Background: an optimization exercise with open tools, aiming at small area and a short achievable clock period. Do not read the settings as production practice. No run shown here included a check of the RTL's function; only the layout flow was run. Power is estimated from default activity; no workload was simulated.

`design/flow/config.mk`:
```
export PLATFORM = sky130hd
export DESIGN_NAME = RISC_TOY_SYS
export DESIGN_NICKNAME = RISC_TOY_SYS
export VERILOG_FILES = /design/flow/design.v
export SDC_FILE = /design/flow/constraint.sdc
export NUM_CORES = 8
export LEC_CHECK = 0
export CAP_MARGIN = 20
export CORE_MARGIN = 2
export CORE_UTILIZATION = 55
export CTS_BUF_LIST = sky130_fd_sc_hd__clkbuf_8
export CTS_CLUSTER_DIAMETER = 80
export CTS_CLUSTER_SIZE = 14
export SETUP_SLACK_MARGIN = 0.2
export SLEW_MARGIN = 20
```
`design/flow/constraint.sdc`:
```
create_clock -name core_clock -period 14.0 [get_ports {CLK}]
set_input_delay 2.8000 -clock core_clock [delete_from_list [all_inputs] [get_ports {CLK}]]
set_output_delay 2.8000 -clock core_clock [all_outputs]
set_load 0.01 [all_outputs]
```
`design/flow/design.v`:
```
module REGFILE (
    input  wire          CLK,
    input  wire          RSTN,
    input  wire          WE,
    input  wire [4:0]    WA,
    input  wire [31:0]   DI,
    output wire [1023:0] Q,         
    output wire [31:0]   VALID,     
    output wire [31:0]   CONSIG,
    output wire [31:0]   CONSIG_D    
);
    reg [31:0] r31;
    reg [30:0] valid;
    reg [31*32-1:0] rf;
    wire [31:0] wdec = WE ? (32'd1 << WA) : 32'd0;
    integer w;
    always @(posedge CLK) begin
        for (w = 0; w < 31; w = w + 1)
            if (wdec[w]) rf[w*32 +: 32] <= DI;
    end
    always @(posedge CLK or negedge RSTN) begin
        if (!RSTN) begin
            valid <= 31'd0;
            r31   <= 32'd0;
        end else begin
            valid <= valid | wdec[30:0];
            if (wdec[31]) r31 <= DI;
        end
    end
    assign Q      = {r31, rf};
    assign VALID  = {1'b1, valid};
    assign CONSIG = r31;
    assign CONSIG_D = wdec[31] ? DI : r31;
endmodule
module RFREAD (
    input  wire [32:0]      S,
    input  wire [33*32-1:0] D,
    output reg  [31:0]      Y
);
    integer k;
    always @(*) begin
        Y = 32'd0;
        for (k = 0; k < 33; k = k + 1)
            Y = Y | ({32{S[k]}} & D[k*32 +: 32]);
    end
endmodule
module OPMUX (
    input  wire [31:0] E,
    input  wire        S,
    input  wire [31:0] L,
    output wire [31:0] Y
);
    assign Y = E | ({32{S}} & L);
endmodule
module ADD32SK (
    input  wire [31:0] a,
    input  wire [31:0] b,
    input  wire        ci,
    output wire [31:0] s
);
    wire [31:0] p = a ^ b;
    wire [31:0] g0 = a & b;
    wire [31:0] g = {g0[31:1], g0[0] | (p[0] & ci)};
    reg  [31:0] G, P;
    integer l, i, j;
    always @(*) begin
        G = g; P = p;
        for (l = 0; l < 5; l = l + 1)
            for (i = 0; i < 32; i = i + 1)
                if (i[l]) begin
                    j = ((i >> l) << l) - 1;
                    G[i] = G[i] | (P[i] & G[j]);
                    P[i] = P[i] & P[j];
                end
    end
    assign s = p ^ {G[30:0], ci};
endmodule
module SHIFT32 (
    input  wire [31:0] X,
    input  wire        REV,
    input  wire [4:0]  S,
    input  wire [31:0] MK,
    input  wire        FILL,
    output wire [31:0] Y
);
    reg [31:0] SX;
    integer i;
    always @(*)
        for (i = 0; i < 32; i = i + 1) SX[i] = REV ? X[31-i] : X[i];
    wire [63:0] SS = {SX, SX} >> S;
    assign Y = (SS[31:0] & MK) | ({32{FILL}} & ~MK);
endmodule
module RISC_TOY (
    input  wire        CLK,
    input  wire        RSTN,
    output wire        IREQ,
    output wire [29:0] IADDR,
    input  wire [31:0] INSTR,
    output wire        DREQ,
    output wire [1:0]  DRW,
    output wire [29:0] DADDR,
    output wire [31:0] DWDATA,
    output wire [31:0] CONSIG,
    output wire [31:0] CONSIG_D,
    input  wire [31:0] DRDATA
);
    reg [31:0] PC, PC_ID;
    reg        jump_d;               
    reg [31:0] RD1_EX, RD2_EX, IMM_EX;
    reg        RW_EX, DREQ_EX, LD_EX;                    
    reg        BAL_EX, BZ_EX, BNZ_EX, BPOS_EX, BNEG_EX;   
    reg        DRW0_EX, LDRES_EX, LINK_EX;
    reg [4:0]  RAC_EX;
    reg [3:0]  SA_EX, SB_EX;         
    reg [5:0]  SBB_EX;               
    reg        SHREG_EX;             
    reg [4:0]  SHIMM_EX;
    reg        OP_ADD, OP_SUB;
    reg [3:0]  LUT_EX;      
    reg        OP_SHL, OP_LSR, OP_ASR, OP_ROR, OP_PC;
    reg [31:0] ALU_MEM, RD2_MEM;
    reg        RW_MEM, DREQ_MEM;                         
    reg [1:0]  DRW_MEM;
    reg [4:0]  RAC_MEM;
    reg        LDRES_MEM, LINK_MEM;
    reg [31:0] WBVAL;
    reg        RW_WB;                                    
    reg [4:0]  RAC_WB;
    reg        LD_WB;
    wire [31:0] RESULT_WB = LD_WB ? DRDATA : WBVAL;
    wire [4:0] op = INSTR[31:27];
    wire [4:0] fa = INSTR[26:22];
    wire [4:0] fb = INSTR[21:17];
    wire [4:0] fc = INSTR[16:12];
    wire isADD  = op == 5'b00000;
    wire isADDI = op == 5'b00001;
    wire isSUB  = op == 5'b00010;
    wire isNEG  = op == 5'b00011;
    wire isNOT  = op == 5'b00100;
    wire isAND  = op == 5'b00101;
    wire isANDI = op == 5'b00110;
    wire isOR   = op == 5'b00111;
    wire isORI  = op == 5'b01000;
    wire isXOR  = op == 5'b01001;
    wire isLSR  = op == 5'b01010;
    wire isASR  = op == 5'b01011;
    wire isSHL  = op == 5'b01100;
    wire isROR  = op == 5'b01101;
    wire isMOVI = op == 5'b01110;
    wire isJ    = op == 5'b01111;
    wire isJL   = op == 5'b10000;
    wire isBR   = op == 5'b10001;
    wire isBRL  = op == 5'b10010;
    wire isST   = op == 5'b10011;
    wire isSTR  = op == 5'b10100;
    wire isLD   = op == 5'b10101;
    wire isLDR  = op == 5'b10110;
    wire isLDIP = op == 5'b10111;
    wire isSTIP = op == 5'b11000;
    wire regwrite = isADD | isADDI | isSUB | isNEG | isNOT | isAND | isANDI | isOR |
                    isORI | isXOR | isLSR | isASR | isSHL | isROR | isMOVI | isJL |
                    isBRL | isLD | isLDR;
    wire memreq   = isST | isSTR | isLD | isLDR | isLDIP | isSTIP;
    wire isload   = isLD | isLDR | isLDIP;                   
    wire drw0     = isLDIP | isSTIP;                         
    wire branch   = isBR | isBRL;
    wire jump     = isJ | isJL;
    wire pcrel    = isLDR | isSTR;
    wire useimm   = isADDI | isANDI | isORI | isMOVI | isJ | isJL | isST | isSTR |
                    isLD | isLDR | isLDIP | isSTIP;
    wire nn  = isNEG | isNOT;
    wire stx = isST | isSTR;
    function mA;    
        input [4:0] R;
        input nn_, str_;
        input [4:0] fb_, fc_;
        mA = ~str_ & (nn_ ? (fc_ == R) : (fb_ == R));
    endfunction
    function mB;    
        input [4:0] R;
        input nn_, stx_;
        input [4:0] fa_, fc_;
        mB = stx_ ? (fa_ == R) : (~nn_ & (fc_ == R));
    endfunction
    wire taken;
    wire flush = taken | jump_d;
    wire hz    = LD_EX & (RAC_EX != 5'd0) &
                 (mA(RAC_EX, nn, isSTR, fb, fc) | mB(RAC_EX, nn, stx, fa, fc));
    wire vld   = ~taken & ~jump_d & ~hz;     
    wire [31:0] sext17 = {{15{INSTR[16]}}, INSTR[16:0]};
    wire [31:0] zext17 = {15'd0, INSTR[16:0]};
    wire [31:0] sext22 = {{10{INSTR[21]}}, INSTR[21:0]};
    wire [31:0] zext22 = {10'd0, INSTR[21:0]};
    wire [31:0] P4_ID  = PC_ID + 32'd4;
    wire        tbase  = ~(INSTR[31] & INSTR[29]);
    wire [31:0] target;
    ADD32SK u_tadd (.a(tbase ? P4_ID : PC_ID), .b(sext22), .ci(1'b0), .s(target));
    reg [31:0] imm_ID;
    always @(*) begin
        if (jump)                      imm_ID = P4_ID;       
        else if (isBRL)                imm_ID = PC_ID;       
        else if (isST | isLD)          imm_ID = (fb == 5'b11111) ? zext17 : sext17;
        else if (isSTR | isLDR)        imm_ID = target;      
        else if (isLDIP | isSTIP)      imm_ID = zext22;
        else                           imm_ID = sext17;
    end
    wire [1023:0] rf_q;
    wire [31:0]   rf_valid;
    REGFILE u_rf (
        .CLK(CLK), .RSTN(RSTN),
        .WE(RW_WB), .WA(RAC_WB), .DI(RESULT_WB),
        .Q(rf_q), .VALID(rf_valid),
        .CONSIG(CONSIG), .CONSIG_D(CONSIG_D)
    );
    wire fwd1 = RW_WB & (RAC_WB != 5'd0) & mA(RAC_WB, nn, isSTR, fb, fc);
    wire fwd2 = RW_WB & (RAC_WB != 5'd0) & mB(RAC_WB, nn, stx, fa, fc);
    wire [31:0] decfa = 32'd1 << fa;
    wire [31:0] decfb = 32'd1 << fb;
    wire [31:0] decfc = 32'd1 << fc;
    wire [31:0] wbm   = RW_WB ? ((32'd1 << RAC_WB) & 32'hFFFFFFFE) : 32'd0;
    wire [31:0] rmask = rf_valid & ~wbm;
    wire [31:0] dec1  = (nn ? decfc : decfb) & rmask;
    wire [31:0] dec2  = (stx ? decfa : nn ? 32'd0 : decfc) & rmask;
    wire [32:0] sel1 = {fwd1, dec1};
    wire [32:0] sel2 = {fwd2, dec2};
    wire [31:0] RD1_ID, RD2_ID;
    RFREAD u_rd1 (.S(sel1), .D({RESULT_WB, rf_q}), .Y(RD1_ID));
    RFREAD u_rd2 (.S(sel2), .D({RESULT_WB, rf_q}), .Y(RD2_ID));
    wire fmA = RW_EX  & (RAC_EX  != 5'd0) & mA(RAC_EX,  nn, isSTR, fb, fc);
    wire fwA = RW_MEM & (RAC_MEM != 5'd0) & mA(RAC_MEM, nn, isSTR, fb, fc);
    wire fmB = RW_EX  & (RAC_EX  != 5'd0) & mB(RAC_EX,  nn, stx, fa, fc);
    wire fwB = RW_MEM & (RAC_MEM != 5'd0) & mB(RAC_MEM, nn, stx, fa, fc);
    wire zeroA = (fb == 5'b11111);
    wire [3:0] sa_ID = pcrel ? 4'b0000 :      
                       zeroA ? 4'b0000 :
                       fmA   ? 4'b0010 :
                       fwA   ? (LDRES_MEM ? 4'b1000 : 4'b0100) : 4'b0001;
    wire [3:0] sb_ID = fmB   ? 4'b0010 :
                       fwB   ? (LDRES_MEM ? 4'b1000 : 4'b0100) : 4'b0001;
    wire [31:0] A_EX;
    wire [31:0] PCp4 = PC + 32'd4;
    wire [31:0] pc_base = (hz & ~jump_d) ? PC : (jump & ~jump_d) ? target : PCp4;
    wire [31:0] pc_next = taken ? A_EX : pc_base;
    always @(posedge CLK or negedge RSTN) begin
        if (!RSTN) begin
            PC     <= 32'd0;
            PC_ID  <= 32'd0;
            jump_d <= 1'b0;
        end else begin
            PC     <= pc_next;
            PC_ID  <= flush ? 32'd0 : hz ? PC_ID : PC;
            jump_d <= jump & ~flush;
        end
    end
    assign IREQ  = RSTN ? 1'b1 : 1'b0;
    assign IADDR = PC[29:0];
    wire [2:0] bc = INSTR[2:0];
    always @(posedge CLK or negedge RSTN) begin
        if (!RSTN) begin
            RW_EX   <= 1'b0;
            DREQ_EX <= 1'b0;
            LD_EX   <= 1'b0;
            BAL_EX  <= 1'b0;
            BZ_EX   <= 1'b0;
            BNZ_EX  <= 1'b0;
            BPOS_EX <= 1'b0;
            BNEG_EX <= 1'b0;
        end else begin
            RW_EX   <= vld & regwrite;
            DREQ_EX <= vld & memreq;
            LD_EX   <= vld & isload;
            BAL_EX  <= vld & branch & (bc == 3'b001);
            BZ_EX   <= vld & branch & (bc == 3'b010);
            BNZ_EX  <= vld & branch & (bc == 3'b011);
            BPOS_EX <= vld & branch & (bc == 3'b100);
            BNEG_EX <= vld & branch & (bc == 3'b101);
        end
    end
    always @(posedge CLK) begin
        RD1_EX    <= RD1_ID;
        RD2_EX    <= RD2_ID;
        IMM_EX    <= imm_ID;
        RAC_EX    <= fa;
        DRW0_EX   <= drw0;
        LDRES_EX  <= isload;
        LINK_EX   <= isJL | isBRL;
        SA_EX     <= isNEG ? 4'b0000 : sa_ID;
        SB_EX     <= sb_ID;
        SBB_EX    <= isNEG ? {sa_ID[0], 1'b0, sa_ID[3:1], 1'b0} : useimm ? 6'b010000 : {2'b00, sb_ID};
        SHREG_EX  <= INSTR[5];
        SHIMM_EX  <= INSTR[4:0];
        OP_ADD    <= isADD | isADDI | isST | isSTR | isLD | isLDR;
        OP_SUB    <= isSUB | isNEG;
        LUT_EX    <= (isAND | isANDI)                     ? 4'b1000 :
                     (isOR | isORI)                       ? 4'b1110 :
                     isXOR                                ? 4'b0110 :
                     isNOT                                ? 4'b0011 :
                     (isMOVI | branch | isLDIP | isSTIP)  ? 4'b1010 : 4'b0000;
        OP_PC     <= isJL;      
        OP_SHL    <= isSHL;
        OP_LSR    <= isLSR;
        OP_ASR    <= isASR;
        OP_ROR    <= isROR;
    end
    wire [31:0] A_e  = ({32{SA_EX[0]}} & RD1_EX)  | ({32{SA_EX[1]}} & ALU_MEM) |
                       ({32{SA_EX[2]}} & WBVAL);
    wire [31:0] R2_e = ({32{SB_EX[0]}} & RD2_EX)  | ({32{SB_EX[1]}} & ALU_MEM) |
                       ({32{SB_EX[2]}} & WBVAL);
    wire [31:0] B_e  = ({32{SBB_EX[0]}} & RD2_EX)  | ({32{SBB_EX[1]}} & ALU_MEM) |
                       ({32{SBB_EX[2]}} & WBVAL)   | ({32{SBB_EX[4]}} & IMM_EX) |
                       ({32{SBB_EX[5]}} & RD1_EX);
    wire [31:0] A, R2, B;
    OPMUX u_opa (.E(A_e),  .S(SA_EX[3]),  .L(DRDATA), .Y(A));
    OPMUX u_opr (.E(R2_e), .S(SB_EX[3]),  .L(DRDATA), .Y(R2));
    OPMUX u_opb (.E(B_e),  .S(SBB_EX[3]), .L(DRDATA), .Y(B));
    assign A_EX = A;
    wire r2z = (R2 == 32'd0);
    assign taken = BAL_EX | (BZ_EX & r2z) | (BNZ_EX & ~r2z) |
                   (BPOS_EX & ~R2[31]) | (BNEG_EX & R2[31]);
    wire [31:0] Y   = B ^ {32{OP_SUB}};
    wire [31:0] SUM;
    ADD32SK u_sum (.a(A), .b(Y), .ci(OP_SUB), .s(SUM));
    wire [4:0] sh = SHREG_EX ? R2[4:0] : SHIMM_EX;
    function [31:0] rev32;
        input [31:0] v;
        integer i;
        begin
            for (i = 0; i < 32; i = i + 1) rev32[i] = v[31-i];
        end
    endfunction
    wire [31:0] MK = (32'hFFFFFFFF >> sh) | {32{OP_ROR}};    
    wire [31:0] SHR;
    SHIFT32 u_shf (.X(A), .REV(OP_SHL), .S(sh), .MK(MK), .FILL(OP_ASR & A[31]), .Y(SHR));
    reg [31:0] LOGIC;
    integer li;
    always @(*) for (li = 0; li < 32; li = li + 1) LOGIC[li] = LUT_EX[{A[li], B[li]}];
    wire [31:0] alu =
        ({32{OP_ADD | OP_SUB}} & SUM) |
        LOGIC |
        ({32{OP_PC}}    & PC) |
        ({32{OP_SHL}}   & rev32(SHR)) |
        ({32{OP_LSR | OP_ASR | OP_ROR}} & SHR) |
        32'd0;
    always @(posedge CLK or negedge RSTN) begin
        if (!RSTN) begin
            RW_MEM   <= 1'b0;
            DREQ_MEM <= 1'b0;
        end else begin
            RW_MEM   <= RW_EX;
            DREQ_MEM <= DREQ_EX;
        end
    end
    always @(posedge CLK) begin
        ALU_MEM   <= alu;
        RD2_MEM   <= LINK_EX ? IMM_EX : R2;    
        DRW_MEM   <= {LD_EX, DRW0_EX};
        RAC_MEM   <= RAC_EX;
        LDRES_MEM <= LDRES_EX;
        LINK_MEM  <= LINK_EX;
    end
    assign DREQ   = DREQ_MEM;
    assign DRW    = DRW_MEM;
    assign DADDR  = ALU_MEM[29:0];
    assign DWDATA = RD2_MEM;
    always @(posedge CLK or negedge RSTN) begin
        if (!RSTN) RW_WB <= 1'b0;
        else       RW_WB <= RW_MEM;
    end
    always @(posedge CLK) begin
        WBVAL  <= LINK_MEM ? RD2_MEM : ALU_MEM;
        RAC_WB <= RAC_MEM;
        LD_WB  <= LDRES_MEM;
    end
endmodule
module MAC10 (
    input  wire [9:0] acc,
    input  wire [3:0] a,
    input  wire [3:0] b,
    output wire [9:0] s
);
    wire t1 = acc[3] ^ (a[1] & b[2]);
    wire t2 = acc[3] & (a[1] & b[2]);
    wire t3 = acc[4] ^ (a[2] & b[2]) ^ ~(a[3] & b[1]);
    wire t4 = (acc[4] & (a[2] & b[2])) | (acc[4] & ~(a[3] & b[1])) | ((a[2] & b[2]) & ~(a[3] & b[1]));
    wire t5 = acc[2] ^ (a[0] & b[2]);
    wire t6 = acc[2] & (a[0] & b[2]);
    wire t7 = (a[2] & b[1]) ^ ~(a[3] & b[0]) ^ ~(a[0] & b[3]);
    wire t8 = ((a[2] & b[1]) & ~(a[3] & b[0])) | ((a[2] & b[1]) & ~(a[0] & b[3])) | (~(a[3] & b[0]) & ~(a[0] & b[3]));
    wire t9 = ~(a[1] & b[3]) ^ 1'b1 ^ t3;
    wire t10 = (~(a[1] & b[3]) & 1'b1) | (~(a[1] & b[3]) & t3) | (1'b1 & t3);
    wire t11 = acc[5] ^ ~(a[3] & b[2]) ^ ~(a[2] & b[3]);
    wire t12 = (acc[5] & ~(a[3] & b[2])) | (acc[5] & ~(a[2] & b[3])) | (~(a[3] & b[2]) & ~(a[2] & b[3]));
    wire t13 = acc[1] ^ (a[0] & b[1]);
    wire t14 = acc[1] & (a[0] & b[1]);
    wire t15 = (a[1] & b[1]) ^ (a[2] & b[0]) ^ t5;
    wire t16 = ((a[1] & b[1]) & (a[2] & b[0])) | ((a[1] & b[1]) & t5) | ((a[2] & b[0]) & t5);
    wire t17 = t1 ^ t7 ^ t6;
    wire t18 = (t1 & t7) | (t1 & t6) | (t7 & t6);
    wire t19 = t2 ^ t9 ^ t8;
    wire t20 = (t2 & t9) | (t2 & t8) | (t9 & t8);
    wire t21 = t4 ^ t11 ^ t10;
    wire t22 = (t4 & t11) | (t4 & t10) | (t11 & t10);
    wire t23 = acc[6] ^ (a[3] & b[3]) ^ t12;
    wire t24 = (acc[6] & (a[3] & b[3])) | (acc[6] & t12) | ((a[3] & b[3]) & t12);
    wire t25 = acc[7] ^ 1'b1;
    wire t26 = acc[7] & 1'b1;
    wire t27 = acc[8] ^ 1'b1;
    wire t28 = acc[8] & 1'b1;
    wire t29 = acc[9] ^ 1'b1;
    wire t30 = acc[9] & 1'b1;
    wire [9:0] x = {t29, t27, t25, t23, t21, t19, t17, t15, (a[1] & b[0]), acc[0]};
    wire [9:0] y = {t28, t26, t24, t22, t20, t18, t16, t14, t13, (a[0] & b[0])};
    wire [10:0] c;
    assign c[0] = 1'b0;
    genvar i;
    generate for (i = 0; i < 10; i = i + 1) begin : g_rc
        assign s[i] = x[i] ^ y[i] ^ c[i];
        assign c[i+1] = (x[i] & y[i]) | (x[i] & c[i]) | (y[i] & c[i]);
    end endgenerate
endmodule
module MAC10F (
    input  wire [9:0] acc,
    input  wire [3:0] a,
    input  wire [3:0] b,
    output wire [9:0] s
);
    wire t1 = acc[1] ^ (a[0] & b[1]) ^ (a[1] & b[0]);
    wire t2 = (acc[1] & (a[0] & b[1])) | (acc[1] & (a[1] & b[0])) | ((a[0] & b[1]) & (a[1] & b[0]));
    wire t3 = acc[2] ^ (a[0] & b[2]) ^ (a[1] & b[1]);
    wire t4 = (acc[2] & (a[0] & b[2])) | (acc[2] & (a[1] & b[1])) | ((a[0] & b[2]) & (a[1] & b[1]));
    wire t5 = acc[3] ^ (a[1] & b[2]) ^ (a[2] & b[1]);
    wire t6 = (acc[3] & (a[1] & b[2])) | (acc[3] & (a[2] & b[1])) | ((a[1] & b[2]) & (a[2] & b[1]));
    wire t7 = ~(a[3] & b[0]) ^ ~(a[0] & b[3]);
    wire t8 = ~(a[3] & b[0]) & ~(a[0] & b[3]);
    wire t9 = acc[4] ^ (a[2] & b[2]) ^ ~(a[3] & b[1]);
    wire t10 = (acc[4] & (a[2] & b[2])) | (acc[4] & ~(a[3] & b[1])) | ((a[2] & b[2]) & ~(a[3] & b[1]));
    wire t11 = ~(a[1] & b[3]) ^ 1'b1;
    wire t12 = ~(a[1] & b[3]) & 1'b1;
    wire t13 = acc[5] ^ ~(a[3] & b[2]) ^ ~(a[2] & b[3]);
    wire t14 = (acc[5] & ~(a[3] & b[2])) | (acc[5] & ~(a[2] & b[3])) | (~(a[3] & b[2]) & ~(a[2] & b[3]));
    wire t15 = t2 ^ t3 ^ (a[2] & b[0]);
    wire t16 = (t2 & t3) | (t2 & (a[2] & b[0])) | (t3 & (a[2] & b[0]));
    wire t17 = t4 ^ t5 ^ t7;
    wire t18 = (t4 & t5) | (t4 & t7) | (t5 & t7);
    wire t19 = t6 ^ t8 ^ t9;
    wire t20 = (t6 & t8) | (t6 & t9) | (t8 & t9);
    wire t21 = t10 ^ t12 ^ t13;
    wire t22 = (t10 & t12) | (t10 & t13) | (t12 & t13);
    wire t23 = t14 ^ acc[6] ^ (a[3] & b[3]);
    wire t24 = (t14 & acc[6]) | (t14 & (a[3] & b[3])) | (acc[6] & (a[3] & b[3]));
    wire t25 = t18 ^ t19 ^ t11;
    wire t26 = (t18 & t19) | (t18 & t11) | (t19 & t11);
    wire t27 = t24 ^ acc[7] ^ 1'b1;
    wire t28 = (t24 & acc[7]) | (t24 & 1'b1) | (acc[7] & 1'b1);
    wire t29 = t26 ^ t20 ^ t21;
    wire t30 = (t26 & t20) | (t26 & t21) | (t20 & t21);
    wire t31 = t28 ^ acc[8] ^ 1'b1;
    wire t32 = (t28 & acc[8]) | (t28 & 1'b1) | (acc[8] & 1'b1);
    wire t33 = t30 ^ t22 ^ t23;
    wire t34 = (t30 & t22) | (t30 & t23) | (t22 & t23);
    wire t35 = t32 ^ acc[9] ^ 1'b1;
    wire t36 = (t32 & acc[9]) | (t32 & 1'b1) | (acc[9] & 1'b1);
    wire [9:0] x = {t35, t31, t34, t33, t29, t25, t16, t15, t1, acc[0]};
    wire [9:0] y = {1'b0, 1'b0, t27, 1'b0, 1'b0, 1'b0, t17, 1'b0, 1'b0, (a[0] & b[0])};
    assign s = x + y;
endmodule
module CUSTOM_IP (
    input  wire        CLK,
    input  wire        RSTN,
    input  wire [31:0] IPIN,
    input  wire [31:0] CON,
    input  wire [31:0] CON_D,    
    output wire [31:0] IPOUT
);
    wire start_bit = CON[2];
    wire is_3x3    = CON[0];
    wire init_bit  = CON[1];
    reg        receiving_enable, computing_enable;
    reg [2:0]  cnt;
    reg [4:0]  exec_cnt;
    reg        clr_mac, update_ready;
    reg [1:0]  mac_enable;
    reg        last_start_bit;
    reg        zrows;
    reg [15:0] buf0, buf1, buf2, buf3, buf4, buf5, buf6, buf7;
    wire start_evt = start_bit & ~last_start_bit & ~receiving_enable & ~computing_enable;
    always @(posedge CLK or negedge RSTN) begin
        if (!RSTN) begin
            receiving_enable <= 1'b0;
            computing_enable <= 1'b0;
            cnt              <= 3'd0;
            exec_cnt         <= 5'd0;
            clr_mac          <= 1'b0;
            update_ready     <= 1'b0;
            mac_enable       <= 2'b00;
            last_start_bit   <= 1'b0;
            zrows            <= 1'b0;
        end else begin
            last_start_bit <= start_bit;
            if (init_bit) begin
                receiving_enable <= 1'b0;
                computing_enable <= 1'b0;
                cnt              <= 3'd0;
                exec_cnt         <= 5'd0;
            end
            if (start_evt) begin
                receiving_enable <= 1'b1;
                cnt              <= 3'd1;
                zrows            <= 1'b0;
            end else if (receiving_enable) begin
                if (cnt == 3'd7) begin
                    receiving_enable <= 1'b0;
                    cnt              <= 3'd0;
                    computing_enable <= 1'b1;
                    exec_cnt         <= 5'd0;
                    if (init_bit) zrows <= 1'b1;
                end else begin
                    cnt <= cnt + 3'd1;
                end
            end
            if (computing_enable && !init_bit) begin
                exec_cnt <= exec_cnt + 5'd1;
                if (exec_cnt == 5'd0) begin
                    clr_mac      <= 1'b1;
                    update_ready <= 1'b1;
                    mac_enable   <= is_3x3 ? 2'b01 : 2'b11;
                end else if (exec_cnt == 5'd1) begin
                    clr_mac <= 1'b0;
                end else if (exec_cnt > 5'd12) begin
                    computing_enable <= 1'b0;
                    update_ready     <= 1'b0;
                    mac_enable       <= 2'b00;
                    exec_cnt         <= 5'd0;
                end
            end else if (init_bit) begin
                clr_mac      <= 1'b1;
                update_ready <= 1'b1;
                mac_enable   <= is_3x3 ? 2'b01 : 2'b11;
            end else begin
                clr_mac      <= 1'b0;
                update_ready <= 1'b0;
                mac_enable   <= 2'b00;
            end
        end
    end
    wire [15:0] wdata = (is_3x3 && receiving_enable && (cnt == 3'd3 || cnt == 3'd7)) ? 16'd0 : IPIN[15:0];
    wire [7:0]  wrow  = start_evt ? 8'd1 : receiving_enable ? (8'd1 << cnt) : 8'd0;
    always @(posedge CLK) begin
        if (wrow[0]) buf0 <= wdata;
        if (wrow[1]) buf1 <= wdata;
        if (wrow[2]) buf2 <= wdata;
        if (wrow[3]) buf3 <= wdata;
        if (wrow[4]) buf4 <= wdata;
        if (wrow[5]) buf5 <= wdata;
        if (wrow[6]) buf6 <= wdata;
        if (wrow[7]) buf7 <= wdata;
    end
    wire [15:0] row [0:7];
    assign row[0] = buf0;
    assign row[1] = buf1;
    assign row[2] = buf2;
    assign row[3] = buf3;
    assign row[4] = buf4;
    assign row[5] = buf5;
    assign row[6] = buf6;
    assign row[7] = buf7;
    wire [13:0] d;
    genvar ge;
    generate
        for (ge = 0; ge < 14; ge = ge + 1) begin : g_dec
            assign d[ge] = computing_enable & (exec_cnt == ge);
        end
    endgenerate
    reg [3:0] a_in_row [0:3];
    reg [3:0] b_in_col [0:3];
    integer r, c, t;
    always @(*) begin
        for (r = 0; r < 4; r = r + 1) begin
            a_in_row[r] = 4'd0;
            for (t = 0; t < 4; t = t + 1)
                if (d[r + t + 2] && !zrows && !(is_3x3 && (r == 3 || t == 3)))
                    a_in_row[r] = a_in_row[r] | row[r][t*4 +: 4];
        end
        for (c = 0; c < 4; c = c + 1) begin
            b_in_col[c] = 4'd0;
            for (t = 0; t < 4; t = t + 1)
                if (d[c + t + 2] && !(zrows && t != 3) && !(is_3x3 && c == 3))
                    b_in_col[c] = b_in_col[c] | row[4 + t][c*4 +: 4];
        end
    end
    reg  [63:0]  a_q, b_q;
    reg  [159:0] acc_q;
    reg  [1:0]   gvalid;
    wire [63:0]  pa, pb;
    wire [15:0]  en;
    wire [159:0] acc_d;
    genvar gi, gj;
    generate
        for (gi = 0; gi < 4; gi = gi + 1) begin : g_i
            for (gj = 0; gj < 4; gj = gj + 1) begin : g_j
                localparam integer N = gi * 4 + gj;
                wire [9:0] macs;
                assign en[N] = (gi == 3 || gj == 3) ? mac_enable[1] : mac_enable[0];
                if (gj == 0) begin : g_a0
                    assign pa[N*4 +: 4] = a_in_row[gi];
                end else begin : g_a1
                    assign pa[N*4 +: 4] = a_q[(N-1)*4 +: 4];
                end
                if (gi == 0) begin : g_b0
                    assign pb[N*4 +: 4] = b_in_col[gj];
                end else begin : g_b1
                    assign pb[N*4 +: 4] = b_q[(N-4)*4 +: 4];
                end
                if (gi == 0 || gj == 0) begin : g_fast    
                    MAC10F u_mac (.acc(acc_q[N*10 +: 10]), .a(pa[N*4 +: 4]), .b(pb[N*4 +: 4]), .s(macs));
                end else begin : g_small
                    MAC10  u_mac (.acc(acc_q[N*10 +: 10]), .a(pa[N*4 +: 4]), .b(pb[N*4 +: 4]), .s(macs));
                end
                assign acc_d[N*10 +: 10] = clr_mac ? 10'd0 : macs;
            end
        end
    endgenerate
    reg  [1:0] flush;
    always @(posedge CLK or negedge RSTN) begin
        if (!RSTN)               flush <= 2'd3;
        else if (flush != 2'd0)  flush <= flush - 2'd1;
    end
    wire fl = (flush != 2'd0);
    integer m;
    always @(posedge CLK) begin
        for (m = 0; m < 16; m = m + 1)
            if (en[m] | fl) begin
                a_q[m*4 +: 4] <= pa[m*4 +: 4];
                b_q[m*4 +: 4] <= pb[m*4 +: 4];
            end
    end
    integer q;
    always @(posedge CLK) begin
        for (q = 0; q < 16; q = q + 1)
            if (en[q] & update_ready) acc_q[q*10 +: 10] <= acc_d[q*10 +: 10];
    end
    always @(posedge CLK or negedge RSTN) begin
        if (!RSTN) gvalid <= 2'b00;
        else       gvalid <= gvalid | (mac_enable & {2{update_ready & clr_mac}});
    end
    wire [1:0]  gvalid_d = gvalid | (mac_enable & {2{update_ready & clr_mac}});
    wire [3:0]  sel_d    = {CON_D[7:6], CON_D[5:4]};
    wire        selg_d   = (CON_D[7:6] == 2'd3) | (CON_D[5:4] == 2'd3);
    wire        on_d     = CON_D[8] & gvalid_d[selg_d];
    reg  [15:0] rsel;
    always @(posedge CLK or negedge RSTN) begin
        if (!RSTN) rsel <= 16'd0;
        else       rsel <= on_d ? (16'd1 << sel_d) : 16'd0;
    end
    reg [9:0] cval;
    integer s;
    always @(*) begin
        cval = 10'd0;
        for (s = 0; s < 16; s = s + 1)
            cval = cval | ({10{rsel[s]}} & acc_q[s*10 +: 10]);
    end
    assign IPOUT = {{22{cval[9]}}, cval};
endmodule
module RISC_TOY_SYS (
    input  wire          CLK,
    input  wire          RSTN,
    output wire          IREQ,
    output wire [29:0]   IADDR,
    input  wire [31:0]   INSTR,
    output wire          DREQ,
    output wire [1:0]    DRW,
    output wire [29:0]   DADDR,
    output wire [31:0]   DWDATA,
    input  wire [31:0]   DRDATA,
    output wire [31:0]   CONSIG,
    input  wire [31:0]   IPIN,
    output wire [31:0]   IPOUT
);
    wire [31:0] consig_d;    
    RISC_TOY u_core (
        .CLK    (CLK),
        .RSTN   (RSTN),
        .IREQ   (IREQ),
        .IADDR  (IADDR),
        .INSTR  (INSTR),
        .DREQ   (DREQ),
        .DRW    (DRW),
        .DADDR  (DADDR),
        .DWDATA (DWDATA),
        .CONSIG (CONSIG),
        .CONSIG_D (consig_d),
        .DRDATA (DRDATA)
    );
    CUSTOM_IP u_ip (
        .CLK    (CLK),
        .RSTN   (RSTN),
        .IPIN   (IPIN),
        .CON    (CONSIG),
        .CON_D  (consig_d),
        .IPOUT  (IPOUT)
    );
endmodule
```
`design/flow/flow/run.sh`:
```
#!/bin/bash
# Own flow for RISC_TOY_SYS. Runs in the standard flow's work folder (design.v,
# config.mk, standard.sh, synth_recipe.tcl, flow/, out/).
#  1. design_gl.v: design.v with three combinational modules replaced by
#     gate-level ones (flow/gen_gl.py): the register file's read selector
#     (RFREAD, an a222oi AND-OR tree), the EX operand selector's last gate
#     (OPMUX, a21o) and the shifter (SHIFT32, mux2/mux2i). They have no
#     registers, so the registers are the standard synthesis's.
#  2. Synthesis is synth_recipe.tcl with the ABC pass called through a Tcl
#     proc (same arguments; the script is flow/abc.script if present).
#  3. the standard layout (standard.sh) with small port buffers
#     (buf_2) instead of buffer_ports' default delay cells, and repair_timing
#     aimed below the clock period (the SDC is unchanged); clock tree
#     synthesis without dummy loads; RSTN and IREQ pins side by side
#     (flow/io.tcl).
# Each tool's output goes to a log file of its own here.
set -euo pipefail
W=$(pwd)
python3 flow/gen_gl.py "$W/rfread_gl.v" > gen_gl.log 2>&1
python3 - "$W/design.v" "$W/rfread_gl.v" "$W/design_gl.v" > design_gl.log 2>&1 <<'PY'
import re, sys
src = open(sys.argv[1]).read()
gl = open(sys.argv[2]).read()
for m in ("RFREAD", "OPMUX", "SHIFT32"):
    pat = re.compile(r"\bmodule\s+" + m + r"\b.*?\bendmodule\b", re.S)
    assert len(pat.findall(src)) == 1, m + " not found exactly once"
    src = pat.sub("", src)
open(sys.argv[3], "w").write(src + "\n" + gl)
print("design_gl.v written")
PY
# ABC: ORFS's script, or flow/abc.script when there is one
if [[ -f flow/abc.script ]]; then
  ABCP="set i [lsearch \$args -script]; if {\$i >= 0} { lset args [expr {\$i+1}] $W/flow/abc.script }; "
else
  ABCP=""
fi
{
  echo 'proc synth {args} { yosys synth -nofsm -noshare {*}$args }'
  echo "proc abc {args} { ${ABCP}yosys abc {*}\$args }"
  tail -n +2 synth_recipe.tcl
} > my_synth.tcl
bash standard.sh \
  "VERILOG_FILES=$W/design_gl.v" \
  "SYNTH_SCRIPT=$W/my_synth.tcl" \
  "BUFFER_PORTS_ARGS=-buffer_cell sky130_fd_sc_hd__buf_2" \
  "SETUP_SLACK_MARGIN=8.4" \
  "IO_CONSTRAINTS=$W/flow/io.tcl" \
  "CTS_ARGS=-sink_clustering_enable -repair_clock_nets -sink_clustering_size 14 -sink_clustering_max_diameter 80 -buf_list sky130_fd_sc_hd__clkbuf_8 -dont_use_dummy_load" \
  finish > standard_flow.log 2>&1
```
`design/flow/flow/gen_gl.py`:
```
#!/usr/bin/env python3
"""Writes gate-level (sky130hd cells) versions of two RTL modules, used by
flow/run.sh in place of the RTL ones:
  RFREAD (rtl/model.v): 33-way one-hot AND-OR, 32 bits (a222oi tree);
  OPMUX (rtl/stage_EX.v): Y = E | (S & L), 32 bits (one a21o per bit);
  SHIFT32 (rtl/stage_EX.v): the shifter, Y = MK ? ROR(REV ? reverse(X) : X,
  S) : FILL, as 2:1 muxes (mux2 for the reversal, mux2i for the rest)."""
import sys
P = "sky130_fd_sc_hd__"
NT, W = 33, 32
o = ["// Generated by flow/gen_gl.py for the own flow.",
     "module RFREAD (S, D, Y);",
     f"  input [{NT-1}:0] S;",
     f"  input [{NT*W-1}:0] D;",
     f"  output [{W-1}:0] Y;"]
for b in range(W):
    o.append(f"  wire [10:0] n{b};")
    o.append(f"  wire [2:0] p{b};")
    for g in range(11):
        t = [3*g, 3*g+1, 3*g+2]
        o.append(f"  {P}a222oi_1 a{b}_{g} (.A1(S[{t[0]}]), .A2(D[{t[0]*W+b}]), .B1(S[{t[1]}]), .B2(D[{t[1]*W+b}]), .C1(S[{t[2]}]), .C2(D[{t[2]*W+b}]), .Y(n{b}[{g}]));")
    o.append(f"  {P}nand4_1 q{b}_0 (.A(n{b}[0]), .B(n{b}[1]), .C(n{b}[2]), .D(n{b}[3]), .Y(p{b}[0]));")
    o.append(f"  {P}nand4_1 q{b}_1 (.A(n{b}[4]), .B(n{b}[5]), .C(n{b}[6]), .D(n{b}[7]), .Y(p{b}[1]));")
    o.append(f"  {P}nand3_1 q{b}_2 (.A(n{b}[8]), .B(n{b}[9]), .C(n{b}[10]), .Y(p{b}[2]));")
    o.append(f"  {P}or3_1 r{b} (.A(p{b}[0]), .B(p{b}[1]), .C(p{b}[2]), .X(Y[{b}]));")
o.append("endmodule")
o += ["module OPMUX (E, S, L, Y);",
      "  input [31:0] E;", "  input S;", "  input [31:0] L;", "  output [31:0] Y;"]
for b in range(32):
    o.append(f"  {P}a21o_1 m{b} (.A1(S), .A2(L[{b}]), .B1(E[{b}]), .X(Y[{b}]));")
o.append("endmodule")
o += ["module SHIFT32 (X, REV, S, MK, FILL, Y);",
      "  input [31:0] X;", "  input REV;", "  input [4:0] S;", "  input [31:0] MK;",
      "  input FILL;", "  output [31:0] Y;"]
# reversal (mux2), five rotate-right stages by 1, 2, 4, 8, 16 (inverting
# mux2i: the rotation comes out inverted), then the mask stage (mux2i of the
# inverted rotation and the inverted fill)
o.append("  wire [31:0] n0, n1, n2, n3, n4, n5;")
o.append("  wire fn;")
o.append(f"  {P}inv_1 fi (.A(FILL), .Y(fn));")
for i in range(32):
    o.append(f"  {P}mux2_1 v{i} (.A0(X[{i}]), .A1(X[{31-i}]), .S(REV), .X(n0[{i}]));")
for k in range(5):
    src, dst = f"n{k}", f"n{k+1}"
    for i in range(32):
        o.append(f"  {P}mux2i_1 r{k}_{i} (.A0({src}[{i}]), .A1({src}[{(i + (1 << k)) % 32}]), .S(S[{k}]), .Y({dst}[{i}]));")
for i in range(32):
    o.append(f"  {P}mux2i_1 m{i} (.A0(fn), .A1(n5[{i}]), .S(MK[{i}]), .Y(Y[{i}]));")
o.append("endmodule")
open(sys.argv[1], "w").write("\n".join(o) + "\n")
```
`design/flow/flow/io.tcl`:
```
# Keep RSTN and IREQ (IREQ = RSTN through the two port buffers) side by side.
set_io_pin_constraint -pin_names {RSTN IREQ} -group -order
```
`design/flow/standard.sh`:
```
#!/bin/bash
# synth_recipe.tcl (not shown) runs the flow's synth.tcl, then flattens the netlist and writes it again
# the make line also repeats each setting of config.mk as NAME=value (left out here)
make -C /OpenROAD-flow-scripts/flow DESIGN_CONFIG=/design/flow/config.mk WORK_HOME=/design/flow/orfs CLKGATE_MAP_FILE= SYNTH_SCRIPT=/design/flow/synth_recipe.tcl "${@:-finish}"
```
==> reports/results.txt, run 1 <==
placed cell area - 94340 um2
gpl congestion - 1.014
ratio of cells with drive above 1 in the final layout - 13.52%
Port Buffers - 241
crit path kind - input pin to flop
TNS Setup - 0 ps
CTS tree - built
post-synthesis cell type count - 89
# setup viols final - 0
dpl hpwl - 223700 um
# DRC - 0
Post-synth EDFFs - 1376
Die H - 408.7 um
Crit Reg-Reg Startpoint - u_ip.exec_cnt[1]$_DFF_PN0_
Global Route Usage Sum - 40.34%
fin crit period - 6001 ps
hold path start - u_core.DRW0_EX$_DFF_P_
Worst-Skew Late Latency - 970 ps
Root Driver - clkbuf_8
Netlist Area Pre-Place - 90100 um2
number of CTS-inserted buffers - 151
Post-synth ARST share - 9.688%
vias after detailed routing - 68.83k
Clock Tree Buf Depth - 3
cells on worst reg2reg path - 20
critical path's largest stage delay - 1070 ps
status - complete, but fails checks
H-tree depth - 4
Slew @ Worst Pin - 1653 ps
Worst slew margin - -11.34%
crit path capture - u_core.RD2_EX[6]$_DFF_P_
worst path cell trace - clkbuf_4 -> or3b_4 -> a21oi_2 -> nand2_1 -> nor3_1 -> a22oi_1 -> nor2_2 -> a222oi_1 -> nand3_1 -> or3_1
Hold Vio Cnt, Final - 0
Initial Utilization - 55.35%
Slew Viols, Final - 4
WP data required - 14900 ps
Main synth FF type - edfxtp_1
unrepaired setup endpoints after global routing - yes
grt ovf - 0
Fin Hold WS - 348.6 ps
DR pass1 iterations - 12
IO Pins - 258
Initial DRC Count - 14.67k
maxcap violations - 1
CP Data Arrival Time - 6900 ps
DIE AREA - 167100 um2
Syn Inst Count - 6938
clk sinks - 1796
first-pass GRT wire length - 481400 um
flops & latches, synth - 1796
sequential share of the synthesized area - 56.16%
worst vdd ir - 0.1446 mV
WL/cell - 36.94 um
clk slew on worst S/H paths - 100 ps
largest net degree at the start of global routing - 87
die span in x - 408.7 um
Tot Pwr - 14960 uW
Setup crit start kind - input pin
# rows - 148
Synth Area per Inst - 12.99 um2
RR Endpoint - u_ip.acc_q[129]$_SDFFCE_PP0P_
CORE AREA - 162800 um2
Hold Path Class - flop to flop
worst-path maximum fanout - 23
area grow syn2layout - 7.983%
Clock Skews - 126.2 ps
PD cells - 153.8 nW/um2
Net Count, Synth - 7447
Tcrit/Tclk final - 42.86%
post-route ant nets - 0
vias in the first global route - 65.24k
P_leak - 0.03642 uW
Max Freq - 0.1666 GHz
SO Viols - capacitance limit, slew limit
slowest library cell on the worst path - nor2_2
Ys Warns - 6
final WL - 347100 um
initial antenna violation count - 43
Worst Setup SP - INSTR[28]
crit path capture type - flop
commonest non-fill, non-tap cell in the layout - edfxtp_1
via/cell ratio - 7.326
reg2reg setup slack - 8570 ps
design area - 97290 um2
most frequent cells in the layout - edfxtp_1 (1376), a222oi_1 (836), nand2_1 (437)
nets - 7692
area by class of cell:
type                            count  area [um2]
Clock buffer                      151        2078
Sequential cell                  1796       50620
Multi-Input combinational cell   4398       37450
Tap cell                         2175        2721
Timing Repair Buffer              437        2811
Inverter                          398        1501
Fill cell                       12960       65480
Antenna cell                       40       100.1
Timing Repair inverter              1       7.507
where the power goes:
group	internal [uW]	leakage, uW	switching (uW)
clock network	963	0.00109	1710
logic	1770	0.0185	2860
registers	6760	0.0168	906
total	9490	0.0364	5470
synth_stat cells (24+ instances only):
cell	n	area [um2]
edfxtp_1	1376	41320
a222oi_1	836	8368
nand2_1	448	1682
inv_1	398	1494
nor2_1	283	1062
dfxtp_1	246	4925
fa_1	245	4905
mux2i_1	213	2132
clkbuf_1	201	754.5
a21oi_1	180	900.9
and2_1	176	1101
nand3_1	174	870.8
dfrtp_1	172	4304
ha_1	166	2077
nand4_1	156	975.9
o21ai_0	135	675.7
mux2_2	127	1430
a21o_1	120	900.9
xor2_1	117	1025
buf_4	116	870.8
nor2b_1	111	694.4
xnor2_1	108	945.9
a22o_1	90	788.3
or3_1	79	494.2
a22oi_1	76	570.6
nor3_1	54	270.3
a221oi_1	53	464.2
and3_1	41	256.5
nand2b_1	39	244.0
mux2_1	32	360.4
a211oi_1	31	232.7
mux4_2	31	698.2
o22ai_1	26	162.7
nor4_1	24	150.1
layer usage:
layer | vias to the layer above | part of all wire (%) | global-route usage (%)
li1 | 28200 | - | -
met1 | 34490 | 36 | 53.67
met2 | 5181 | 43 | 59.37
met3 | 937 | 13 | 10.19
met4 | 20 | 7.5 | 25.21
met5 | - | 0.037 | 0.2874
how the worst min path moves through the flow:
stage / to / slack, ps / depth (start not counted)
finish: u_core.DRW_MEM[0]$_DFF_P_ / 350 / 0
global placement: u_core.DRW_MEM[0]$_DFF_P_ / 310 / 0
detailed placement: u_core.LDRES_MEM$_DFF_P_ / 320 / 0
global route: u_core.DRW_MEM[0]$_DFF_P_ / 360 / 0
CTS: u_core.DRW_MEM[0]$_DFF_P_ / 340 / 0
floorplan: u_core.DRW_MEM[0]$_DFF_P_ / 310 / 0
stage by stage:
| step | util [%] | cells | setup slack [ps] |
|---|---|---|---|
| 2_1_floorplan | - | 6938 | 8216 |
| 6_report | 59.77 | 9396 | 7999 |
| 3_3_place_gp | 57.96 | 9162 | 6956 |
| 4_1_cts | 59.47 | 9333 | 8189 |
| 5_1_grt | 59.75 | 9379 | 8186 |
| 3_5_place_dp | 57.96 | 9162 | 6925 |
sequential cells by signal, indices dropped and copies added, names as in the netlist, 16 cells and up:
| name | cells |
|---|---|
| u_ip.a_q | 48 |
| u_ip.buf1 | 16 |
| u_ip.b_q | 48 |
| u_core.RD2_EX | 32 |
| u_core.u_rf.r31 | 32 |
| u_core.RD2_MEM | 32 |
| u_ip.buf5 | 16 |
| u_core.u_rf.rf | 992 |
| u_ip.buf7 | 16 |
| u_core.u_rf.valid | 31 |
| u_ip.buf6 | 16 |
| u_ip.buf0 | 16 |
| u_core.PC | 32 |
| u_ip.rsel | 16 |
| u_core.WBVAL | 32 |
| u_core.ALU_MEM | 32 |
| u_ip.buf4 | 16 |
| u_ip.buf2 | 16 |
| u_core.PC_ID | 32 |
| u_core.IMM_EX | 32 |
| u_ip.acc_q | 160 |
| u_core.RD1_EX | 32 |
| u_ip.buf3 | 16 |
critical path, delay by kind of cell:
kind	cells	cell delay (ps)
simple gates	6	2690
compound gates	3	1150
buf+inv	1	230
cells by family after synthesis:
| group | count (synthesis) | synth area share (%) |
|---|---|---|
| flops | 1796 | 56.16 |
| xor+xnor | 225 | 2.187 |
| fa+ha+maj | 411 | 7.749 |
| other cells | 1 | 0.004162 |
| compound gates | 1685 | 15.77 |
| buf+inv | 749 | 3.619 |
| simple gates | 1668 | 9.386 |
| mux | 403 | 5.128 |
timing repair:
item,4_1_cts,5_1_grt
hold buffers,0,0
gates resized for setup,29,55
pin swaps,6,21
endpoints found under the hold margin,0,0
buffers inserted,16,17
cloned,4,4
endpoints found under the setup margin,134,79
==> run 2, diff against run 1 <==
--- a/design/flow/config.mk
+++ b/design/flow/config.mk
@@ -7,3 +7,3 @@
 export LEC_CHECK = 0
-export CAP_MARGIN = 20
+export CAP_MARGIN = 25
 export CORE_MARGIN = 2
@@ -14,2 +14,2 @@
 export SETUP_SLACK_MARGIN = 0.2
-export SLEW_MARGIN = 20
+export SLEW_MARGIN = 25
==> reports/results.txt, run 2 <==
status - no timing/DRC/antenna violations (was complete, but fails checks)
flops & latches, synth - 1796 (unchanged)
Global Route Usage Sum - 40.27% (was 40.34%)
clk sinks - 1796 (unchanged)
Synth area leaders - edfxtp_1 (46%), a222oi_1 (9.3%), dfxtp_1 (5.5%), fa_1 (5.4%), dfrtp_1 (4.8%) (unchanged)
Die H - 408.7 um (unchanged)
Tot Pwr - 14960 uW (about the same)
slowest library cell on the worst path - buf_16 (was nor2_2)
WP data required - 11200 ps (was 14900 ps)
maxcap violations - 0 (was 1)
Main synth FF type - edfxtp_1 (unchanged)
post-synthesis cell type count - 89 (unchanged)
Post-synth ARST share - 9.688% (unchanged)
CORE AREA - 162800 um2 (unchanged)
DR top layer - met5 (unchanged)
worst-path maximum fanout - 3 (was 23)
commonest cells in the netlist - edfxtp_1 (1376), a222oi_1 (836), nand2_1 (448), inv_1 (398), nor2_1 (283) (unchanged)
nets - 7689 (was 7692)
largest net degree at the start of global routing - 87 (unchanged)
Hold Path Class - flop to flop (unchanged)
Syn Inst Count - 6938 (unchanged)
post-route ant nets - 0 (unchanged)
Buf/Inv on CP - 2 (was 1)
final WL - 346000 um (was 347100 um)
reg2reg setup slack - 8670 ps (was 8570 ps)
Slew Viols, Final - 0 (was 4)
most frequent cells in the layout - edfxtp_1 (1376), a222oi_1 (836), nand2_1 (440) (was edfxtp_1 (1376), a222oi_1 (836), nand2_1 (437))
DR pass1 iterations - 14 (was 12)
initial antenna violation count - 40 (was 43)
top-count cell post-synth - edfxtp_1 (unchanged)
# rows - 148 (unchanged)
Netlist Area Pre-Place - 90100 um2 (unchanged)
PD cells - 153.4 nW/um2 (was 153.8 nW/um2)
fin crit period - 5815 ps (was 6001 ps)
commonest non-fill, non-tap cell in the layout - edfxtp_1 (unchanged)
vias in the first global route - 65.37k (was 65.24k)
P_leak - 0.03646 uW (was 0.03642 uW)
number of CTS-inserted buffers - 153 (was 151)
area grow syn2layout - 8.200% (was 7.983%)
max reg flops - 992 (unchanged)
H-tree depth - 4 (unchanged)
DIE AREA - 167100 um2 (unchanged)
worst vdd ir - 0.1419 mV (was 0.1446 mV)
via/cell ratio - 7.352 (was 7.326)
internal power component - 9486 uW (was 9488 uW)
met1 WL - 126500 um (was 125900 um)
Reg power frac - 51.2% (about the same)
Tcrit/Tclk final - 41.54% (was 42.86%)
CP delay by family, top - buffers and inverters (was simple AND/OR/NAND/NOR gates)
Clock Tree Buf Depth - 3 (unchanged)
CTS tree - built (unchanged)
Post-synth EDFFs - 1376 (unchanged)
Sw Pwr - 5472 uW (was 5475 uW)
Setup crit start kind - input pin (unchanged)
Net Sw Frac - 36.58% (was 36.59%)
Worst-Skew Late Latency - 1000 ps (was 970 ps)
Initial Utilization - 55.35% (unchanged)
IO Pins - 258 (unchanged)
WL/cell - 36.79 um (was 36.94 um)
post-synth top area share - 45.86% (unchanged)
Max Freq - 0.1720 GHz (was 0.1666 GHz)
worst path cell trace - buf_16 -> buf_6 (was clkbuf_4 -> or3b_4 -> a21oi_2 -> nand2_1 -> nor3_1 -> a22oi_1 -> nor2_2 -> a222oi_1 -> nand3_1 -> or3_1)
Crit Reg-Reg Startpoint - u_core.u_rf.r31[0]$_DFFE_PN0P_ (was u_ip.exec_cnt[1]$_DFF_PN0_)
die span in x - 408.7 um (unchanged)
crit path kind - input pin to primary output (was input pin to flop)
TNS Setup - 0 ps (unchanged)
Met3 Wirelength - 43310 um (was 44120 um)
Port Buffers - 241 (unchanged)
CP Data Arrival Time - 3020 ps (was 6900 ps)
Initial DRC Count - 14.75k (was 14.67k)
top flop regs - u_core.u_rf.rf: 992 flops, u_ip.acc_q: 160 flops (unchanged)
critical path's largest stage delay - 110 ps (was 1070 ps)
Biggest register - u_core.u_rf.rf (unchanged)
grt ovf - 0 (unchanged)
Slew @ Worst Pin - 1412 ps (was 1653 ps)
# setup viols final - 0 (unchanged)
Clock Skews - 112.4 ps (was 126.2 ps)
cells on worst reg2reg path - 17 (was 20)
Worst Setup SP - RSTN (was INSTR[28])
vias after detailed routing - 69.13k (was 68.83k)
Synth Area per Inst - 12.99 um2 (unchanged)
clk slew on worst S/H paths - 90 ps (was 100 ps)
power share of the clock group - 18.0% (was 17.8%)
Hold-fix buffers, CTS - 0 (unchanged)
sequential share of the synthesized area - 56.16% (unchanged)
hold path start - u_core.DRW0_EX$_DFF_P_ (unchanged)
critical path depth - 2 (was 10)
dpl hpwl - 224300 um (was 223700 um)
crit path capture - IREQ (was u_core.RD2_EX[6]$_DFF_P_)
# DRC - 0 (unchanged)
Ys Warns - 6 (unchanged)
Met2 Routed Length - 149800 um (was 150800 um)
unrepaired setup endpoints after global routing - yes (unchanged)
crit path capture type - primary output (was flop)
gpl congestion - 1.014 (unchanged)
Worst slew margin - 4.854% (was -11.34%)
RR Endpoint - u_ip.acc_q[128]$_SDFFCE_PP0P_ (was u_ip.acc_q[129]$_SDFFCE_PP0P_)
ratio of cells with drive above 1 in the final layout - 13.58% (was 13.52%)
Net Count, Synth - 7447 (unchanged)
Logic pwr share - 30.7% (was 30.9%)
Hold Vio Cnt, Final - 0 (unchanged)
first-pass GRT wire length - 480400 um (was 481400 um)
Root Driver - clkbuf_8 (unchanged)
post-synth top area cell - edfxtp_1 (unchanged)
## run 2: logic make-up (layout without fill, tap and decap cells)
logic type / after synthesis / after routing / synth area share, %
buffers and inverters: 749 / 987 / 3.619
multiplexers: 403 / 403 / 5.128
XOR/XNOR: 225 / 225 / 2.187
AND/OR/NAND/NOR: 1668 / 1670 / 9.386
flip-flops: 1796 / 1796 / 56.16
AO/OA/AOI/OAI: 1685 / 1685 / 15.77
other: 1 / 51 / 0.004162
adder cells (fa/ha/maj): 411 / 411 / 7.749
## run 2: timing repair
item	4_1_cts	5_1_grt
gates resized for setup	33	66
pin swaps	8	21
buffers inserted	15	11
cloned	3	2
endpoints found under the setup margin	117	115
## run 2: worst reg2reg max path, delay by kind of cell (launching register included)
family	cells	cell delay [ps]
flops	1	690
xor+xnor	1	140
compound gates	2	740
buf+inv	3	320
fa+ha+maj	5	2210
simple gates	6	930
## run 2: power groups by stage
stage	combinational [uW]	clock (uW)	sequential, uW
final	4590	2700	7660
after global routing	5010	2890	7680
after CTS	4490	2720	7600
after detailed placement	4440	0	7710
after global placement	4340	0	7710
after floorplan	3150	0	7230
## run 2: how the worst min path moves through the flow
stage                     cells after the start                        end
after floorplan                               0  u_core.DRW_MEM[0]$_DFF_P_
after global placement                        0  u_core.DRW_MEM[0]$_DFF_P_
after detailed placement                      0  u_core.DRW_MEM[0]$_DFF_P_
after CTS                                     0  u_core.DRW_MEM[0]$_DFF_P_
after global routing                          0  u_core.DRW_MEM[0]$_DFF_P_
final                                         0  u_core.DRW_MEM[0]$_DFF_P_
## run 2: routing by layer
| layer | up-vias | global-route usage [%] |
|---|---|---|
| li1 | 28220 | - |
| met1 | 34620 | 53.20 |
| met2 | 5335 | 59.01 |
| met3 | 948 | 10.21 |
| met4 | 10 | 26.45 |
| met5 | - | 0.8333 |
## run 2: per-stage QoR
stage | setup WS (ps) | hold slack [ps] | cell area (um2) | util, % | cells
floorplan | 8216 | 309.6 | 90340 | - | 6938
global placement | 6956 | 312.8 | 94340 | 57.96 | 9162
detailed placement | 6948 | 318.4 | 94460 | 58.03 | 9166
CTS | 8023 | 280.4 | 96920 | 59.54 | 9337
global route | 8184 | 285.9 | 97420 | 59.85 | 9376
finish | 8185 | 289.7 | 97490 | 59.89 | 9403
## run 2: area by class of cell
class	count	area, um2
diodes	50	125.1
clock buffers	153	2106
fillers	12880	65280
inverters	398	1514
multi-input cells	4395	37440
flip-flops and latches	1796	50630
well taps	2175	2721
repair buffers	435	2947
repair inverters	1	7.507
==> run 3, diff against run 2 <==
--- a/design/flow/flow/run.sh
+++ b/design/flow/flow/run.sh
@@ -45,3 +45,3 @@
   "BUFFER_PORTS_ARGS=-buffer_cell sky130_fd_sc_hd__buf_2" \
-  "SETUP_SLACK_MARGIN=8.4" \
+  "SETUP_SLACK_MARGIN=8.5" \
   "IO_CONSTRAINTS=$W/flow/io.tcl" \
==> reports/results.txt, run 3 <==
Biggest register - u_core.u_rf.rf (unchanged)
commonest non-fill, non-tap cell in the layout - edfxtp_1 (unchanged)
PD cells - 153.0 nW/um2 (was 153.4 nW/um2)
post-synthesis cell type count - 89 (unchanged)
vias in the first global route - 66.09k (was 65.37k)
most frequent cells in the layout - edfxtp_1 (1376), a222oi_1 (836), nand2_1 (434) (was edfxtp_1 (1376), a222oi_1 (836), nand2_1 (440))
Synth Area per Inst - 12.99 um2 (unchanged)
TNS Setup - 0 ps (unchanged)
CP Data Arrival Time - 3010 ps (was 3020 ps)
crit path capture type - primary output (unchanged)
max reg flops - 992 (unchanged)
post-synth top area cell - edfxtp_1 (unchanged)
Clock Skews - 118.4 ps (was 112.4 ps)
placed cell area - 94520 um2 (was 94460 um2)
Setup crit start kind - input pin (unchanged)
H-tree depth - 4 (unchanged)
fin crit period - 5812 ps (was 5815 ps)
Syn Inst Count - 6938 (unchanged)
area occupied by multi-input gates - 37590 um2 (was 37440 um2)
maxcap violations - 0 (unchanged)
Main synth FF type - edfxtp_1 (unchanged)
# DRC - 0 (unchanged)
worst path cell trace - buf_16 -> buf_6 (unchanged)
Ys Warns - 6 (unchanged)
via/cell ratio - 7.388 (was 7.352)
crit path kind - input pin to primary output (unchanged)
M1 GR Usage - 53.32% (was 53.20%)
worst-path maximum fanout - 3 (unchanged)
P_leak - 0.03669 uW (was 0.03646 uW)
number of CTS-inserted buffers - 151 (was 153)
Slew Viols, Final - 0 (unchanged)
Worst-Skew Late Latency - 980 ps (was 1000 ps)
Worst slew margin - 4.299% (was 4.854%)
ratio of cells with drive above 1 in the final layout - 14.46% (was 13.58%)
Post-synth ARST share - 9.688% (unchanged)
top-count cell post-synth - edfxtp_1 (unchanged)
initial antenna violation count - 46 (was 40)
gpl congestion - 1.010 (was 1.014)
Port Buffers - 241 (unchanged)
Slew @ Worst Pin - 1421 ps (was 1412 ps)
worst vdd ir - 0.1376 mV (was 0.1419 mV)
# setup viols final - 0 (unchanged)
Net Count, Synth - 7447 (unchanged)
status - no timing/DRC/antenna violations (unchanged)
area grow syn2layout - 8.865% (was 8.200%)
met2 Use GR - 60.10% (was 59.01%)
gr busiest metal - met2 (unchanged)
Buf/Inv on CP - 2 (unchanged)
post-synth top area share - 45.86% (unchanged)
Max Freq - 0.1721 GHz (was 0.1720 GHz)
Post-synth EDFFs - 1376 (unchanged)
IO Pins - 258 (unchanged)
grt ovf - 0 (unchanged)
Clock Tree Buf Depth - 3 (unchanged)
FF/Latch Area - 50650 um2 (was 50630 um2)
flops & latches, synth - 1796 (unchanged)
Netlist Area Pre-Place - 90100 um2 (unchanged)
final WL - 351000 um (was 346000 um)
Hold Vio Cnt, Final - 0 (unchanged)
Initial DRC Count - 14.24k (was 14.75k)
filler cell count - 12.99k (was 12.88k)
vias after detailed routing - 69.72k (was 69.13k)
Root Driver - clkbuf_8 (unchanged)
Die H - 408.7 um (unchanged)
unrepaired setup endpoints after global routing - yes (unchanged)
dpl ws - 7044 ps (was 6948 ps)
design area - 98090 um2 (was 97490 um2)
clk slew on worst S/H paths - 70 ps (was 90 ps)
slowest library cell on the worst path - buf_6 (was buf_16)
WP data required - 11200 ps (about the same)
Initial Utilization - 55.35% (unchanged)
post-route ant nets - 0 (unchanged)
DIE AREA - 167100 um2 (unchanged)
largest net degree at the start of global routing - 86 (was 87)
# rows - 148 (unchanged)
DR pass1 iterations - 15 (was 14)
CTS tree - built (unchanged)
clk sinks - 1796 (unchanged)
CP delay by family, top - buffers and inverters (unchanged)
Synth area leaders - edfxtp_1 (46%), a222oi_1 (9.3%), dfxtp_1 (5.5%), fa_1 (5.4%), dfrtp_1 (4.8%) (unchanged)
dpl hpwl - 227300 um (was 224300 um)
sequential share of the synthesized area - 56.16% (unchanged)
top flop regs - u_core.u_rf.rf: 992 flops, u_ip.acc_q: 160 flops (unchanged)
CORE AREA - 162800 um2 (unchanged)
commonest cells in the netlist - edfxtp_1 (1376), a222oi_1 (836), nand2_1 (448), inv_1 (398), nor2_1 (283) (unchanged)
Hold Path Class - flop to flop (unchanged)
first-pass GRT wire length - 486000 um (was 480400 um)
nets - 7711 (was 7689)
critical path's largest stage delay - 110 ps (about the same)
Tcrit/Tclk final - 41.51% (was 41.54%)
WL/cell - 37.20 um (was 36.79 um)
die span in x - 408.7 um (unchanged)
Hold-fix buffers, CTS - 0 (unchanged)
Global Route Usage Sum - 40.80% (was 40.27%)
Worst Setup Slack, final - 8188 ps (was 8185 ps)
met3 GRT Util - 10.82% (was 10.21%)
run 3: cell counts after synthesis:
Identical to the previous run, type by type.
run 3: worst paths after layout:
check                                           startpoint                               to  slack (ps)  cells after the start
max in group asynchronous                             RSTN     u_core.PC_ID[11]$_DFFE_PN0P_       10420                      4
worst max-delay path                                  RSTN                             IREQ        8190                      2
min in group asynchronous                             RSTN  u_core.u_rf.r31[17]$_DFFE_PN0P_        1820                      1
worst min register to register      u_core.DRW0_EX$_DFF_P_        u_core.DRW_MEM[0]$_DFF_P_         330                      0
worst min-delay path                u_core.DRW0_EX$_DFF_P_        u_core.DRW_MEM[0]$_DFF_P_         330                      0
worst max register to register  u_ip.exec_cnt[0]$_DFF_PN0_    u_ip.acc_q[128]$_SDFFCE_PP0P_        8630                     18
run 3: layout make-up:
type / count / share of cell area [%]
repair inverters: 1 / 0.007654
repair buffers: 457 / 3.444
well taps: 2175 / 2.774
flip-flops and latches: 1796 / 51.63
multi-input cells: 4397 / 38.32
diodes: 62 / 0.1582
clock buffers: 151 / 2.119
inverters: 398 / 1.540
run 3: per-layer routing:
layer  share of wire [%]  vias to the layer above
met5               0.023                        -
met3                  13                     1042
met1                  36                    34980
li1                    -                    28290
met4                 7.6                       14
met2                  43                     5397
run 3: timing repair:
action / 4_1_cts / 5_1_grt
pin swaps: 10 / 45
endpoints found under the setup margin: 145 / 127
endpoints found under the hold margin: 0 / 0
gates cloned: 4 / 6
resized for setup: 41 / 118
setup buffers: 12 / 34
run 3: logic make-up after synthesis:
family                   count (synthesis)  synth area share (%)
AO/OA/AOI/OAI                         1685                 15.77
XOR/XNOR                               225                 2.187
adder cells (fa/ha/maj)                411                 7.749
buffers and inverters                  749                 3.619
flip-flops                            1796                 56.16
multiplexers                           403                 5.128
other                                    1              0.004162
AND/OR/NAND/NOR                       1668                 9.386
run 3: through the flow:
step                cells  utilization [%]  total power (uW)  hold slack [ps]
floorplan            6938                -             10390            309.6
finish               9437            60.26             15010            329.1
CTS                  9329            59.60             14830            328.4
detailed placement   9162            58.07             12200            312.1
global placement     9153            57.93             12090            311.2
global route         9416            60.23             15640            345.9
run 3: power breakdown:
group	leakage [uW]	switching (uW)	internal, uW
Combinational	0.0188	2900	1770
Sequential	0.0168	908	6760
Clock	0.00109	1710	964
Total	0.0367	5520	9500

## what the ideal ports hide
How much do the figures lean on ideal ports? The routed layouts below were timed once more, with nothing changed but the port constraints.
Step 1 sets driving cells, clkbuf_16 on the clock port and buf_2 on the other inputs (assumed; they add their load-dependent delay and slew).
Step 2 times the ports against the registers' clock, not the clock port: input delays grow and output delays shrink by t, the midpoint of the rising clock arrivals with the driver on.
a / b / c = ideal ports / drivers / drivers and shift; a / b = the first two.
run	t, ns	setup WS [ns]	hold WS [ns]	worst setup path at the end	clock arrival spread, ns
run 1	0.997	7.999 / 7.941 / 6.957	0.349 / 0.349 / 0.349	input to register	0.130 / 0.131
run 2	1.030	8.185 / 7.873 / 7.283	0.290 / 0.290 / 0.290	input to register	0.122 / 0.121
run 3	1.008	8.188 / 7.938 / 7.302	0.329 / 0.329 / 0.329	input to register	0.120 / 0.121
The setup slack of run 1, which loses most, moves by -0.058 ns with the drivers and by -1.042 ns with both steps.
